From an optimization exercise on the open Yosys and OpenROAD flow, aimed at small area and a short achievable clock period; shortcuts taken in it are not production practice. Where RTL was checked, it was by simulation tests only, not by an equivalence proof against the original.

==> inputs of yarrow <==
==> flow/design.v <==
module lcm_32(
    input wire [32-1:0] ina, inb,
    input wire clk,
    input wire rst_n,
    output wire [64-1:0] result,
    output reg ready_n);
    reg        gcd_ph, div_ph, mul_ph;    
    reg [31:0] u, v, w;
    reg [5:0]  cnt;
    wire [31:0] y   = mul_ph ? (v & {32{w[0]}}) : (~v & {32{u[0]}});
    wire        cin = ~mul_ph & u[0];
    wire [32:0] a   = {1'b0, u} + {1'b0, y} + {32'd0, cin};
    wire [31:0] ash = {a[32] & mul_ph, a[31:1]};
    assign result = {u, w};
    always @(posedge clk) begin
        if (!rst_n) begin
            gcd_ph  <= 1'b1;
            div_ph  <= 1'b0;
            mul_ph  <= 1'b0;
            u       <= ina;
            v       <= inb;
            cnt     <= 6'd0;
            ready_n <= 1'b1;
        end else if (gcd_ph) begin
            if (u == 32'd0) begin
                u      <= ina;
                cnt[5] <= 1'b1;
                gcd_ph <= 1'b0;
                div_ph <= 1'b1;
            end else if (!u[0]) begin
                u <= ash;
                if (!v[0]) begin
                    v   <= v >> 1;
                    cnt <= cnt + 6'd1;
                end
            end else if (!v[0]) begin
                v <= v >> 1;
            end else if (a[32]) begin  
                u <= ash;
            end else begin
                u <= v;
                v <= u;
            end
        end else if (div_ph) begin
            u   <= ash;
            w   <= {u[0], w[31:1]};
            cnt <= cnt - 6'd1;
            if (cnt == 6'd1) begin
                v      <= inb;
                cnt    <= 6'd32;
                div_ph <= 1'b0;
                mul_ph <= 1'b1;
            end
        end else if (mul_ph) begin
            u   <= ash;
            w   <= {a[0], w[31:1]};
            cnt <= cnt - 6'd1;
            if (cnt == 6'd1) begin
                mul_ph  <= 1'b0;
                ready_n <= 1'b0;
            end
        end
    end
endmodule
==> flow/flow/run.sh <==
#!/bin/bash
# The standard layout (standard.sh: the standard flow's synthesis and the ORFS steps, with
# the design's constraints unchanged), with two settings changed:
#  - ORFS's timing repair is asked to leave a setup margin, so that it also
#    works the paths that already meet the design's clock period;
#  - the buffer put on every input and output port is buf_1.
# standard.sh's full output goes to standard_flow.log.
set -euo pipefail
MARGIN=${MARGIN:-6.5}
bash standard.sh \
    SETUP_SLACK_MARGIN=$MARGIN \
    TNS_END_PERCENT=100 \
    "BUFFER_PORTS_ARGS=-buffer_cell sky130_fd_sc_hd__buf_1" \
    finish > standard_flow.log 2>&1
==> flow/standard.sh <==
#!/bin/bash
# synth_recipe.tcl (not shown) runs the flow's synth.tcl, then flattens the netlist and writes it again
# the make line also repeats each setting of config.mk as NAME=value (left out here)
make -C /OpenROAD-flow-scripts/flow DESIGN_CONFIG=/design/flow/config.mk WORK_HOME=/design/flow/orfs CLKGATE_MAP_FILE= SYNTH_SCRIPT=/design/flow/synth_recipe.tcl "${@:-finish}"
==> flow/config.mk <==
export PLATFORM = sky130hd
export DESIGN_NAME = lcm_32
export DESIGN_NICKNAME = lcm_32
export VERILOG_FILES = /design/flow/design.v
export SDC_FILE = /design/flow/constraint.sdc
export NUM_CORES = 4
export LEC_CHECK = 0
export CAP_MARGIN = 20
export CORE_MARGIN = 2
export CORE_UTILIZATION = 40
export SLEW_MARGIN = 20
==> flow/constraint.sdc <==
create_clock -name core_clock -period 10.0 [get_ports {clk}]
set_input_delay 2.0000 -clock core_clock [delete_from_list [all_inputs] [get_ports {clk}]]
set_output_delay 2.0000 -clock core_clock [all_outputs]
set_load 0.01 [all_outputs]
==> harbor: changes against yarrow <==
--- a/flow/design.v
+++ b/flow/design.v
@@ -9,5 +9,4 @@
     reg [5:0]  cnt;
-    wire [31:0] y   = mul_ph ? (v & {32{w[0]}}) : (~v & {32{u[0]}});
-    wire        cin = ~mul_ph & u[0];
-    wire [32:0] a   = {1'b0, u} + {1'b0, y} + {32'd0, cin};
+    wire [31:0] y   = mul_ph ? (v & {32{w[0]}}) : ({~v[31:1], 1'b1} & {32{u[0]}});
+    wire [32:0] a   = {1'b0, u} + {1'b0, y};
     wire [31:0] ash = {a[32] & mul_ph, a[31:1]};
--- a/flow/flow/run.sh
+++ b/flow/flow/run.sh
@@ -8,3 +8,3 @@
 set -euo pipefail
-MARGIN=${MARGIN:-6.5}
+MARGIN=${MARGIN:-6.1}
 bash standard.sh \
==> willow: changes against yarrow <==
==> flow/design.v (replaced) <==
module lcm_32(
    input wire [32-1:0] ina, inb,
    input wire clk,
    input wire rst_n,
    output wire [64-1:0] result,
    output reg ready_n);
    localparam GCD = 2'd0, DIV = 2'd1, MUL = 2'd2, FIN = 2'd3;
    reg [1:0]  ph;
    reg [31:0] u, v;
    reg [5:0]  cnt;
    wire [32:0] duv = {1'b0, u} - {1'b0, v};
    wire [31:0] dvu = v - u;
    wire [32:0] s   = {1'b0, v} + {1'b0, inb};
    assign result = {v, u};
    always @(posedge clk) begin
        if (!rst_n) begin
            ph      <= GCD;
            u       <= ina;
            v       <= inb;
            cnt     <= 6'd0;
            ready_n <= 1'b1;
        end else begin
            case (ph)
            GCD: begin
                if (u == 32'd0) begin
                    u      <= ina;
                    cnt[5] <= 1'b1;
                    ph     <= DIV;
                end else if (!u[0] && !v[0]) begin
                    u   <= u >> 1;
                    v   <= v >> 1;
                    cnt <= cnt + 6'd1;
                end else if (!u[0]) begin
                    u <= u >> 1;
                end else if (!v[0]) begin
                    v <= v >> 1;
                end else if (!duv[32]) begin
                    u <= {1'b0, duv[31:1]};
                end else begin
                    v <= {1'b0, dvu[31:1]};
                end
            end
            DIV: begin
                if (u == 32'd0) begin  
                    v       <= 32'd0;
                    ph      <= FIN;
                    ready_n <= 1'b0;
                end else begin
                    u   <= u[0] ? {1'b1, duv[31:1]} : {1'b0, u[31:1]};
                    cnt <= cnt - 6'd1;
                    if (cnt == 6'd1) begin
                        v   <= 32'd0;
                        cnt <= 6'd32;
                        ph  <= MUL;
                    end
                end
            end
            MUL: begin
                {v, u} <= u[0] ? {s, u[31:1]} : {1'b0, v, u[31:1]};
                cnt    <= cnt - 6'd1;
                if (cnt == 6'd1) begin
                    ph      <= FIN;
                    ready_n <= 1'b0;
                end
            end
            default: ;
            endcase
        end
    end
endmodule
==> flow/run.sh (new file) <==
#!/bin/bash
# synth_recipe.tcl (not shown) runs the flow's synth.tcl, then flattens the netlist and writes it again
# the make line also repeats each setting of config.mk as NAME=value (left out here)
make -C /OpenROAD-flow-scripts/flow DESIGN_CONFIG=/design/flow/config.mk WORK_HOME=/design/flow/orfs CLKGATE_MAP_FILE= SYNTH_SCRIPT=/design/flow/synth_recipe.tcl finish
removed: flow/flow/run.sh
removed: flow/standard.sh
==> qor summary <==
Outcome: yarrow complete, no violations; willow complete, no violations; harbor complete, no violations
Crit path max-delay cell type: yarrow sky130_fd_sc_hd__edfxtp_1; willow sky130_fd_sc_hd__o41ai_1; harbor sky130_fd_sc_hd__buf_1
CP Capture Point: yarrow u[28]$_DFFE_PP_; willow v[27]$_DFFE_PP_; harbor u[24]$_DFFE_PP_
Area growth from synthesis to final layout: yarrow 28.7%; willow 19.0%; harbor 17.4%
Non-clock buffer share of cell area: yarrow 13.4%; willow 12.1%; harbor 8.34%
Actual transition at the worst max-transition pin: yarrow 824 ps; willow 1190 ps; harbor 915 ps
Layout Utilization: yarrow 52.0%; willow 48.4%; harbor 48.0%
Wire length on met2: yarrow 10,700 um; willow 16,400 um; harbor 10,100 um
Number of non-clock buffers in the layout: yarrow 185; willow 141; harbor 144
DR vias: yarrow 6,624; willow 9,705; harbor 6,095
Number of standard cells in the layout, taps in and fillers out: yarrow 1,130; willow 1,612; harbor 1,036
Maximum number of pins on one net before global-route repair: yarrow 35; willow 53; harbor 37
Worst stage delay on the critical path: yarrow 430 ps; willow 480 ps; harbor 660 ps
No functional check of the RTL was part of willow.

==> run R <==
lcm_32, a different RTL version from the one above (not shown whole).
==> module lcm_32, before the edit <==
module lcm_32(
    input wire [32-1:0] ina, inb,
    input wire clk,
    input wire rst_n,
    output wire [64-1:0] result,
    output reg ready_n);
    reg        gcd_ph, div_ph, mul_ph;    
    reg [31:0] u, v, w;
    reg [5:0]  cnt;
    reg        rst_q;
    reg         add_q, sub_q;
    wire [31:0] y   = ({32{add_q}} & v) | ({32{sub_q}} & {~v[31:1], 1'b1});
    wire [32:0] a   = {1'b0, u} + {1'b0, y};
    wire [31:0] ash = {a[32] & mul_ph, a[31:1]};
    assign result = {u, w};
    wire u0_nx  = !rst_q ? ina[0] :
                  gcd_ph ? ((u == 32'd0) ? ina[0] : (!u[0] || (v[0] && a[32])) ? a[1] : 1'b1) :
                  (div_ph || mul_ph) ? a[1] : u[0];
    wire w0_nx  = (div_ph || mul_ph) ? w[1] : w[0];
    wire mul_nx = rst_q && ((div_ph && cnt == 6'd1) || (mul_ph && cnt != 6'd1));
    always @(posedge clk) begin
        add_q <= mul_nx & w0_nx;
        sub_q <= ~mul_nx & u0_nx;
    end
    always @(posedge clk) begin
        rst_q <= rst_n;
        if (!rst_n || !rst_q)
            ready_n <= 1'b1;
        else if (mul_ph && cnt == 6'd1)
            ready_n <= 1'b0;
    end
    always @(posedge clk) begin
        if (!rst_q) begin
            gcd_ph  <= 1'b1;
            div_ph  <= 1'b0;
            mul_ph  <= 1'b0;
            u       <= ina;
            v       <= inb;
            cnt     <= 6'd0;
        end else if (gcd_ph) begin
            if (u == 32'd0) begin
                u      <= ina;
                cnt[5] <= 1'b1;
                gcd_ph <= 1'b0;
                div_ph <= 1'b1;
            end else if (!u[0]) begin
                u <= ash;
                if (!v[0]) begin
                    v   <= v >> 1;
                    cnt <= cnt + 6'd1;
                end
            end else if (!v[0]) begin
                v <= v >> 1;
            end else if (a[32]) begin  
                u <= ash;
            end else begin
                u <= v;
                v <= u;
            end
        end else if (div_ph) begin
            u   <= ash;
            w   <= {u[0], w[31:1]};
            cnt <= cnt - 6'd1;
            if (cnt == 6'd1) begin
                v      <= inb;
                cnt    <= 6'd32;
                div_ph <= 1'b0;
                mul_ph <= 1'b1;
            end
        end else if (mul_ph) begin
            u   <= ash;
            w   <= {a[0], w[31:1]};
            cnt <= cnt - 6'd1;
            if (cnt == 6'd1) mul_ph <= 1'b0;
        end
    end
endmodule
Settings: LEC_CHECK=0, CAP_MARGIN=20, CORE_MARGIN=2, CORE_UTILIZATION=40, SLEW_MARGIN=20; clock period 10.0 ns.
standard.sh (not shown) runs the stock make flow with config.mk's settings and CLKGATE_MAP_FILE= SYNTH_SCRIPT=/design/flow/synth_recipe.tcl, a recipe that flattens the netlist after the stock synthesis.
==> flow/flow/run.sh <==
#!/bin/bash
# The standard layout (standard.sh: the standard flow's synthesis and the ORFS steps, with
# the design's constraints unchanged), with two settings changed:
#  - ORFS's timing repair is asked to leave a setup margin, so that it also
#    works the paths that already meet the design's clock period;
#  - the buffer put on every input and output port is buf_1.
# standard.sh's full output goes to standard_flow.log.
set -euo pipefail
MARGIN=${MARGIN:-6.8}
bash standard.sh \
    SETUP_SLACK_MARGIN=$MARGIN \
    TNS_END_PERCENT=100 \
    "BUFFER_PORTS_ARGS=-buffer_cell sky130_fd_sc_hd__buf_1" \
    finish > standard_flow.log 2>&1
==> inputs of run X, as changes to run R <==
--- a/flow/flow/run.sh
+++ b/flow/flow/run.sh
@@ -6,7 +6,7 @@
 #  - the buffer put on every input and output port is buf_1.
 # standard.sh's full output goes to standard_flow.log.
 set -euo pipefail
-MARGIN=${MARGIN:-6.8}
+MARGIN=${MARGIN:-6.6}
 bash standard.sh \
     SETUP_SLACK_MARGIN=$MARGIN \
     TNS_END_PERCENT=100 \
Settings changed: PLACE_DENSITY set to 0.75.
==> inputs of run P, as changes to run R <==
--- a/flow/flow/run.sh
+++ b/flow/flow/run.sh
@@ -6,9 +6,9 @@
 #  - the buffer put on every input and output port is buf_1.
 # standard.sh's full output goes to standard_flow.log.
 set -euo pipefail
-MARGIN=${MARGIN:-6.8}
+MARGIN=${MARGIN:-6.6}
 bash standard.sh \
     SETUP_SLACK_MARGIN=$MARGIN \
-    TNS_END_PERCENT=100 \
+    TNS_END_PERCENT=60 \
     "BUFFER_PORTS_ARGS=-buffer_cell sky130_fd_sc_hd__buf_1" \
     finish > standard_flow.log 2>&1
==> inputs of run M, as changes to run R <==
==> flow/design.v, changed modules only <==
module lcm_32(
    input wire [32-1:0] ina, inb,
    input wire clk,
    input wire rst_n,
    output wire [64-1:0] result,
    output reg ready_n);
    reg        gcd_ph, div_ph, mul_ph;    
    reg [31:0] u, v, w;
    reg [5:0]  cnt;
    wire [31:0] y   = mul_ph ? (v & {32{w[0]}}) : (~v & {32{u[0]}});
    wire        cin = ~mul_ph & u[0];
    wire [32:0] a   = {1'b0, u} + {1'b0, y} + {32'd0, cin};
    wire [31:0] ash = {a[32] & mul_ph, a[31:1]};
    assign result = {u, w};
    always @(posedge clk) begin
        if (!rst_n) begin
            gcd_ph  <= 1'b1;
            div_ph  <= 1'b0;
            mul_ph  <= 1'b0;
            u       <= ina;
            v       <= inb;
            cnt     <= 6'd0;
            ready_n <= 1'b1;
        end else if (gcd_ph) begin
            if (u == 32'd0) begin
                u      <= ina;
                cnt[5] <= 1'b1;
                gcd_ph <= 1'b0;
                div_ph <= 1'b1;
            end else if (!u[0]) begin
                u <= ash;
                if (!v[0]) begin
                    v   <= v >> 1;
                    cnt <= cnt + 6'd1;
                end
            end else if (!v[0]) begin
                v <= v >> 1;
            end else if (a[32]) begin  
                u <= ash;
            end else begin
                u <= v;
                v <= u;
            end
        end else if (div_ph) begin
            u   <= ash;
            w   <= {u[0], w[31:1]};
            cnt <= cnt - 6'd1;
            if (cnt == 6'd1) begin
                v      <= inb;
                cnt    <= 6'd32;
                div_ph <= 1'b0;
                mul_ph <= 1'b1;
            end
        end else if (mul_ph) begin
            u   <= ash;
            w   <= {a[0], w[31:1]};
            cnt <= cnt - 6'd1;
            if (cnt == 6'd1) begin
                mul_ph  <= 1'b0;
                ready_n <= 1'b0;
            end
        end
    end
endmodule
--- a/flow/flow/run.sh
+++ b/flow/flow/run.sh
@@ -6,7 +6,7 @@
 #  - the buffer put on every input and output port is buf_1.
 # standard.sh's full output goes to standard_flow.log.
 set -euo pipefail
-MARGIN=${MARGIN:-6.8}
+MARGIN=${MARGIN:-6.7}
 bash standard.sh \
     SETUP_SLACK_MARGIN=$MARGIN \
     TNS_END_PERCENT=100 \
Settings changed: CORE_UTILIZATION 40 to 60, CTS_BUF_LIST set to sky130_fd_sc_hd__clkbuf_8.
==> impl_metrics.json <==
{
  "num_rows": 48,
  "r2r_start": "add_q$_DFF_P_",
  "rr_endpoint": "u[28]$_DFFE_PP_",
  "wl_um": 19180,
  "use_met2_pct": 33.95,
  "worst_slew_pin_slew_ns": 0.8633,
  "nNonClkInverters": 15,
  "outcome": "no timing/DRC/antenna violations",
  "insertion_delay_ns": 0.37,
  "cp_num_buf_inv": 2,
  "multi_input_area_share_pct": 45.14,
  "endpoint": "u[28]$_DFFE_PP_",
  "netlist_top_cells_area": "edfxtp_1, ha_1, a22oi_1, a21oi_1, mux2_2"
}
That was run P.
==> impl_metrics.json <==
{
  "r2r_start": "v[0]$_DFFE_PP_",
  "insertion_delay_ns": 0.41,
  "num_rows": 39,
  "rr_endpoint": "u[14]$_DFFE_PP_",
  "cp_num_buf_inv": 4,
  "netlist_top_cells_area": "edfxtp_1, a22oi_1, ha_1, o21ai_0, a21oi_1",
  "outcome": "no timing/DRC/antenna violations",
  "use_met2_pct": 53.21,
  "wl_um": 21910,
  "multi_input_area_share_pct": 46.03,
  "endpoint": "u[14]$_DFFE_PP_",
  "nNonClkInverters": 18,
  "grt_max_degree": 36,
  "worst_slew_pin_slew_ns": 1.013
}
That was run M.
==> impl_metrics.json <==
{
  "outcome": "no timing/DRC/antenna violations",
  "cp_num_buf_inv": 3,
  "nNonClkInverters": 15,
  "insertion_delay_ns": 0.37,
  "final_common_cell": "buf_1",
  "multi_input_area_share_pct": 47.01,
  "netlist_top_cells_area": "edfxtp_1, ha_1, a22oi_1, a21oi_1, mux2_2",
  "worst_slew_pin_slew_ns": 1.054,
  "design.seq.count": 109,
  "r2r_start": "sub_q$_DFF_P_",
  "holdPathStages": 0,
  "use_met2_pct": 33.87,
  "fmax_mhz": 307.4,
  "cts-root-buf": "clkbuf_16",
  "endpoint": "v[17]$_DFFE_PP_",
  "rr_endpoint": "v[17]$_DFFE_PP_"
}
That was run R.
==> impl_metrics.json <==
{
  "outcome": "no timing/DRC/antenna violations",
  "rr_endpoint": "u[12]$_DFFE_PP_",
  "r2r_start": "add_q$_DFF_P_",
  "insertion_delay_ns": 0.36,
  "cp_num_buf_inv": 2,
  "multi_input_area_share_pct": 45.55,
  "use_met2_pct": 33.95,
  "wl_um": 20600,
  "num_rows": 48,
  "endpoint": "u[12]$_DFFE_PP_",
  "worst_slew_pin_slew_ns": 0.8800,
  "n_all_buffers": 156
}
That was run X.

==> afterwards: timing with drivers on the ports <==
Ports are ideal in the flow. The routed layouts listed here were re-timed in OpenROAD. Step 1 assumes that a clkbuf_16 drives the clock port and a buf_2 every other input. Step 2 adds t to the input delays and takes it off the output delays; t is the mean of the earliest and latest rising clock arrival at the registers after step 1. Input paths then give back, and output paths get back, about the clock's delay inside the block. a / b / c = ideal ports / drivers / drivers and shift; a / b = the first two.
| run | t, ns | setup WS [ns] | worst hold slack (ns) | slew at the worst register clock pin (ns) |
|---|---|---|---|---|
| yarrow | 0.401 | 6.356 / 6.356 / 6.022 | 0.446 / 0.446 / 0.446 | 0.08 / 0.08 |
| harbor | 0.409 | 6.200 / 6.206 / 5.809 | 0.461 / 0.461 / 0.461 | 0.09 / 0.09 |
| willow | 0.399 | 4.828 / 4.854 / 4.455 | 0.444 / 0.444 / 0.444 | 0.07 / 0.07 |
| run R | 0.412 | 6.747 / 6.747 / 6.747 | 0.454 / 0.454 / 0.454 | 0.08 / 0.08 |
| run X | 0.399 | 6.640 / 6.640 / 6.640 | 0.452 / 0.452 / 0.452 | 0.08 / 0.08 |
| run P | 0.405 | 6.741 / 6.741 / 6.741 | 0.455 / 0.455 / 0.455 | 0.09 / 0.09 |
| run M | 0.442 | 6.252 / 6.252 / 6.054 | 0.458 / 0.458 / 0.458 | 0.11 / 0.11 |
After both steps every run listed still meets setup and hold. The setup slack of harbor, which loses most, moves by +0.006 ns with the drivers and by -0.391 ns with both steps.
